From an optimization exercise on the open Yosys and OpenROAD flow, aimed at small area, a short achievable clock period and few clock cycles; shortcuts taken in it are not production practice.
In this exercise RTL edits were held to simulation tests only and were not proved equivalent to the original.

===== design.v =====
module fir #(
    parameter DATA_WIDTH = 16,
    parameter TAP_NUM = 16
)(
    input wire clk,
    input wire rst,
    input wire tap_we,
    input wire [3:0] tap_addr,
    input wire [DATA_WIDTH-1:0] tap_data,
    input wire start,
    input wire [DATA_WIDTH-1:0] x_in,
    output reg [DATA_WIDTH-1:0] y_out,
    output reg done
);
    reg [DATA_WIDTH-1:0] taps [0:TAP_NUM-1];
    reg [DATA_WIDTH-1:0] x_shift [0:TAP_NUM-1];
    integer i;
    reg running;
    reg [DATA_WIDTH-1:0] acc;
    always @(*) begin
        acc = x_in * taps[0];
        for (i = 1; i < TAP_NUM; i = i + 1)
            acc = acc + x_shift[i-1] * taps[i];
    end
    always @(posedge clk or posedge rst) begin
        if (rst) begin
            done <= 0;
            y_out <= 0;
            running <= 0;
            for (i = 0; i < TAP_NUM; i = i + 1) begin
                taps[i] <= 0;
                x_shift[i] <= 0;
            end
        end else begin
            done <= 0;
            if (tap_we)
                taps[tap_addr] <= tap_data;
            if (start && !running) begin
                for (i = TAP_NUM-1; i > 0; i = i - 1)
                    x_shift[i] <= x_shift[i-1];
                x_shift[0] <= x_in;
                y_out <= acc;
                running <= 1;
            end else if (running) begin
                done <= 1;
                running <= 0;
            end
        end
    end
endmodule

===== run.sh =====
#!/bin/bash
# synth_recipe.tcl (not shown) runs the flow's synth.tcl, then flattens the netlist and writes it again
# the make line also repeats each setting of config.mk as NAME=value (left out here)
make -C /OpenROAD-flow-scripts/flow DESIGN_CONFIG=/design/flow/config.mk WORK_HOME=/design/flow/orfs CLKGATE_MAP_FILE= SYNTH_SCRIPT=/design/flow/synth_recipe.tcl finish

===== config.mk =====
export PLATFORM = sky130hd
export DESIGN_NAME = fir
export DESIGN_NICKNAME = fir
export VERILOG_FILES = /design/flow/design.v
export SDC_FILE = /design/flow/constraint.sdc
export NUM_CORES = 4
export LEC_CHECK = 0
export CAP_MARGIN = 20
export CORE_MARGIN = 2
export CORE_UTILIZATION = 30
export PLACE_DENSITY = 0.45
export SLEW_MARGIN = 20

===== constraint.sdc =====
create_clock -name core_clock -period 16.0 [get_ports {clk}]
set_input_delay 3.2000 -clock core_clock [delete_from_list [all_inputs] [get_ports {clk}]]
set_output_delay 3.2000 -clock core_clock [all_outputs]
set_load 0.01 [all_outputs]

==> run notes <==
-- worst max-delay path: cells and delay by family --
family                     cells  cell delay, ps
and+or+nand+nor                3             680
buffers and inverters          8            1320
AOI/OAI and AO/OA              9            1690
adders and majority gates     14            6330
-- cells in the final DEF, fill, tap and decap left out, types with 5 or more instances in the layout --
cell type | Yosys | final
a21oi_1 | 7 | 7
and2_1 | 1110 | 1110
and2_2 | 7 | 7
buf_12 | 0 | 5
buf_2 | 36 | 9
buf_4 | 10 | 52
bufinv_16 | 0 | 13
clkbuf_1 | 336 | 6
clkbuf_16 | 0 | 88
clkbuf_8 | 0 | 14
clkdlybuf4s50_1 | 0 | 40
clkinv_2 | 0 | 12
clkinv_4 | 0 | 7
clkinvlp_4 | 0 | 12
dfrtp_1 | 514 | 514
diode_2 | 0 | 24
fa_1 | 1641 | 1641
ha_1 | 730 | 730
inv_1 | 1912 | 1910
mux2_2 | 256 | 256
nand2_1 | 1796 | 1796
nand2_2 | 11 | 11
nor2_1 | 13 | 9
o21ai_0 | 16 | 16
xnor2_1 | 413 | 413
xnor2_2 | 9 | 9
xor2_1 | 85 | 85
-- path summary, 6_finish.rpt --
check                                from              end
max reg2reg                x_shift[10][2]        y_out[15]
min reg2reg                       running             done
min                               running             done
min in group asynchronous             rst  x_shift[13][12]
max                               x_in[3]        y_out[15]
max in group asynchronous             rst      taps[4][15]
-- stage by stage --
| stage | std cells |
|---|---|
| after global routing | 12600 |
| final | 12600 |
| after global placement | 12400 |
| after detailed placement | 12400 |
| after CTS | 12600 |
| after floorplan | 8938 |
-- metal layers --
layer	share of wire, %	vias up	global-route usage (%)	wire [µm]
met5	0.030	-	0	93
met2	47	1658	35.4	144000
met3	5.8	368	2.75	18000
li1	-	25400	-	-
met1	44	31000	30.6	136000
met4	3.5	14	7.09	10900
-- flip-flops by register name (all words and copies together) (netlist names) --
signal   count
x_shift    240
running      1
taps       256
done         1
y_out       16
-- cells in the mapped netlist (all sizes together) --
| cell type | count |
|---|---|
| a211oi | 1 |
| a21boi | 1 |
| nor2b | 2 |
| fa | 1641 |
| a221o | 1 |
| a21oi | 7 |
| or3 | 4 |
| nor2 | 13 |
| nand2b | 3 |
| xnor3 | 4 |
| and2 | 1117 |
| mux2 | 256 |
| and3 | 2 |
| xor2 | 85 |
| dfrtp | 514 |
| ha | 730 |
| a21o | 3 |
| nand3 | 1 |
| nand2 | 1807 |
| buf | 49 |
| clkbuf | 338 |
| inv | 1912 |
| nor3b | 1 |
| o31ai | 3 |
| xnor2 | 422 |
| nand3b | 4 |
| a31oi | 1 |
| o21ai | 16 |
-- cell families after synthesis --
group / Yosys count / share of synthesized area, %
AND/OR/NAND/NOR: 2954 / 16.4
adder cells (fa/ha/maj): 2371 / 49.3
buffers and inverters: 2299 / 10.2
flip-flops: 514 / 15.1
XOR/XNOR: 511 / 5.40
multiplexers: 256 / 3.38
AO/OA/AOI/OAI: 33 / 0.226
-- cell type report --
type,instances,area [µm²]
fill,29400,190000
timing repair buffer,107,947
sequential,514,12900
inverter,1912,7190
clock inverter,46,628
tap,3743,4680
clock buffer,108,2420
multi-input combinational,6125,63700
antenna,24,60.1
==> impl_metrics.ini <==
[sta]
hold_viol_final = 0
drv_slew = 0
period_minus_slack_ps = 12510
relSlewSlack_pct = 18.6
worst_clock_skew_ps = 44.4
fin_crit_sh_pct = 78.2
worstMarginPinSlew_ps = 1220
setup_violation_total_in_the_final_timing_report = 0
fin_tns_setup_ps = 0
grt_setup_unrepaired = no
fmax_mhz = 80.0
postLayoutSetupSlackWorst_ps = 3490
fin_worst_hold_slack_ps = 373

[final_layout]
postLayoutCellArea_um2 = 92400
fin_util_pct = 32.7
finalNetCount = 11200
fraction_of_layout_cells_with_a_size_suffix_above_1_pct = 5.74
syn_to_final_growth_pct = 8.49

[cts]
clockBufferDepth = 4
cts-root-buf = clkbuf_16
cts.htree.levels = 3
post-cts-setup-buffer-count = 0
postCtsResizedCells = 0
tritoncts = yes
cts-hold-fix-buffers = 0
clkSlewWorstSetupHoldPaths_ps = 60
cts_made_buffers = 87
clock_latency_ps = 820
cts_num_sinks = 514

[floorplan]
design.die.area_um2 = 288000
die_h_um = 537
dieWidth_um = 537
num_io_pins = 57
initial_utilization_pct = 30.2
floorplan.core_area_um2 = 282000
floorplan.rows = 195

[setup_path]
worst-endpoint-arrival_ps = 13250
worstSetupPathType = primary input to flop
r2r_setup_slack_ps = 5530
setup.worst_path.start_class = primary input
cp.required_ps = 16740
worstSetupEndpointType = flop
cpMaxStageDelayCell = clkdlybuf4s50_1
critPathMaxFanout = 14
critical_path.most_common_cell = fa_1
cpPeakStageDelay_ps = 970
r2r_cells = 28

[drt]
post-route-drc-count = 0
num_vias = 58400
wirelength_um = 309000
drt_iter0_markers = 4095
wire_per_inst_um = 24.6
drt_pass1_iterations = 6
route.antenna.remaining_nets = 0
vias_per_cell = 4.64

[synth]
post_synth_main_area_contributors = fa_1 39%, dfrtp_1 15%, ha_1 11%, inv_1 8.4%, and2_1 8.1%
synth_top_area_share_pct = 38.6
syn_area_um2 = 85200
ys_seq_elements = 514
post_synth.cell_area_avg_um2 = 9.53
number_of_library_cell_types_mapped_by_synthesis = 36
synthDominantAreaCellType = fa_1
post_synth_inst_count = 8938
synth-warning-count = 3
synth-seq-area-share_pct = 15.1
syn-num-nets = 11300

[place]
hpwlAfterDp_um = 241000
routabilityCongestion = 0.892
placedInstanceArea_um2 = 89300
port_buffers = 56
dp_worst_setup_slack_ps = 2690

[global_routing]
grt_pass1_vias = 63500
antenna_found_initial = 21
pin_count_of_the_biggest_net_entering_global_routing = 171
globalRouteOverflowTotal = 0
grt_pass1_wl_um = 459000
grtUsageTotal_pct = 22.0

[run]
drv.max_cap_violation_count = 0

[outcome]
outcome = no timing/DRC/antenna violations

[worst_hold_path]
worst_hold_path_type = flop to flop
min_path_cells = 0
Testbench counts, summed over its fixed seeds: cycles 4,096.

==> what the ideal ports hide <==
The results above use ideal ports. As a check the final layout listed here was re-extracted and re-timed, cells and wires unchanged. Step 1 sets driving cells, clkbuf_16 on the clock port and buf_2 on the other inputs (assumed; they add their load-dependent delay and slew). Step 2 adds t to the input delays and takes it off the output delays; t is the mean of the earliest and latest rising clock arrival at the registers after step 1. Input paths then give back, and output paths get back, about the clock's delay inside the block. Slacks: ideal / step 1 / step 2; pairs: ideal / step 1.
shift t [ns]: 0.889
setup slack, ns: 3.494 / 3.499 / 2.610
clock arrival spread, ns: 0.045 / 0.045
After both steps this run still meets setup and hold. The setup slack of this run moves by +0.005 ns with the drivers and by -0.884 ns with both steps.
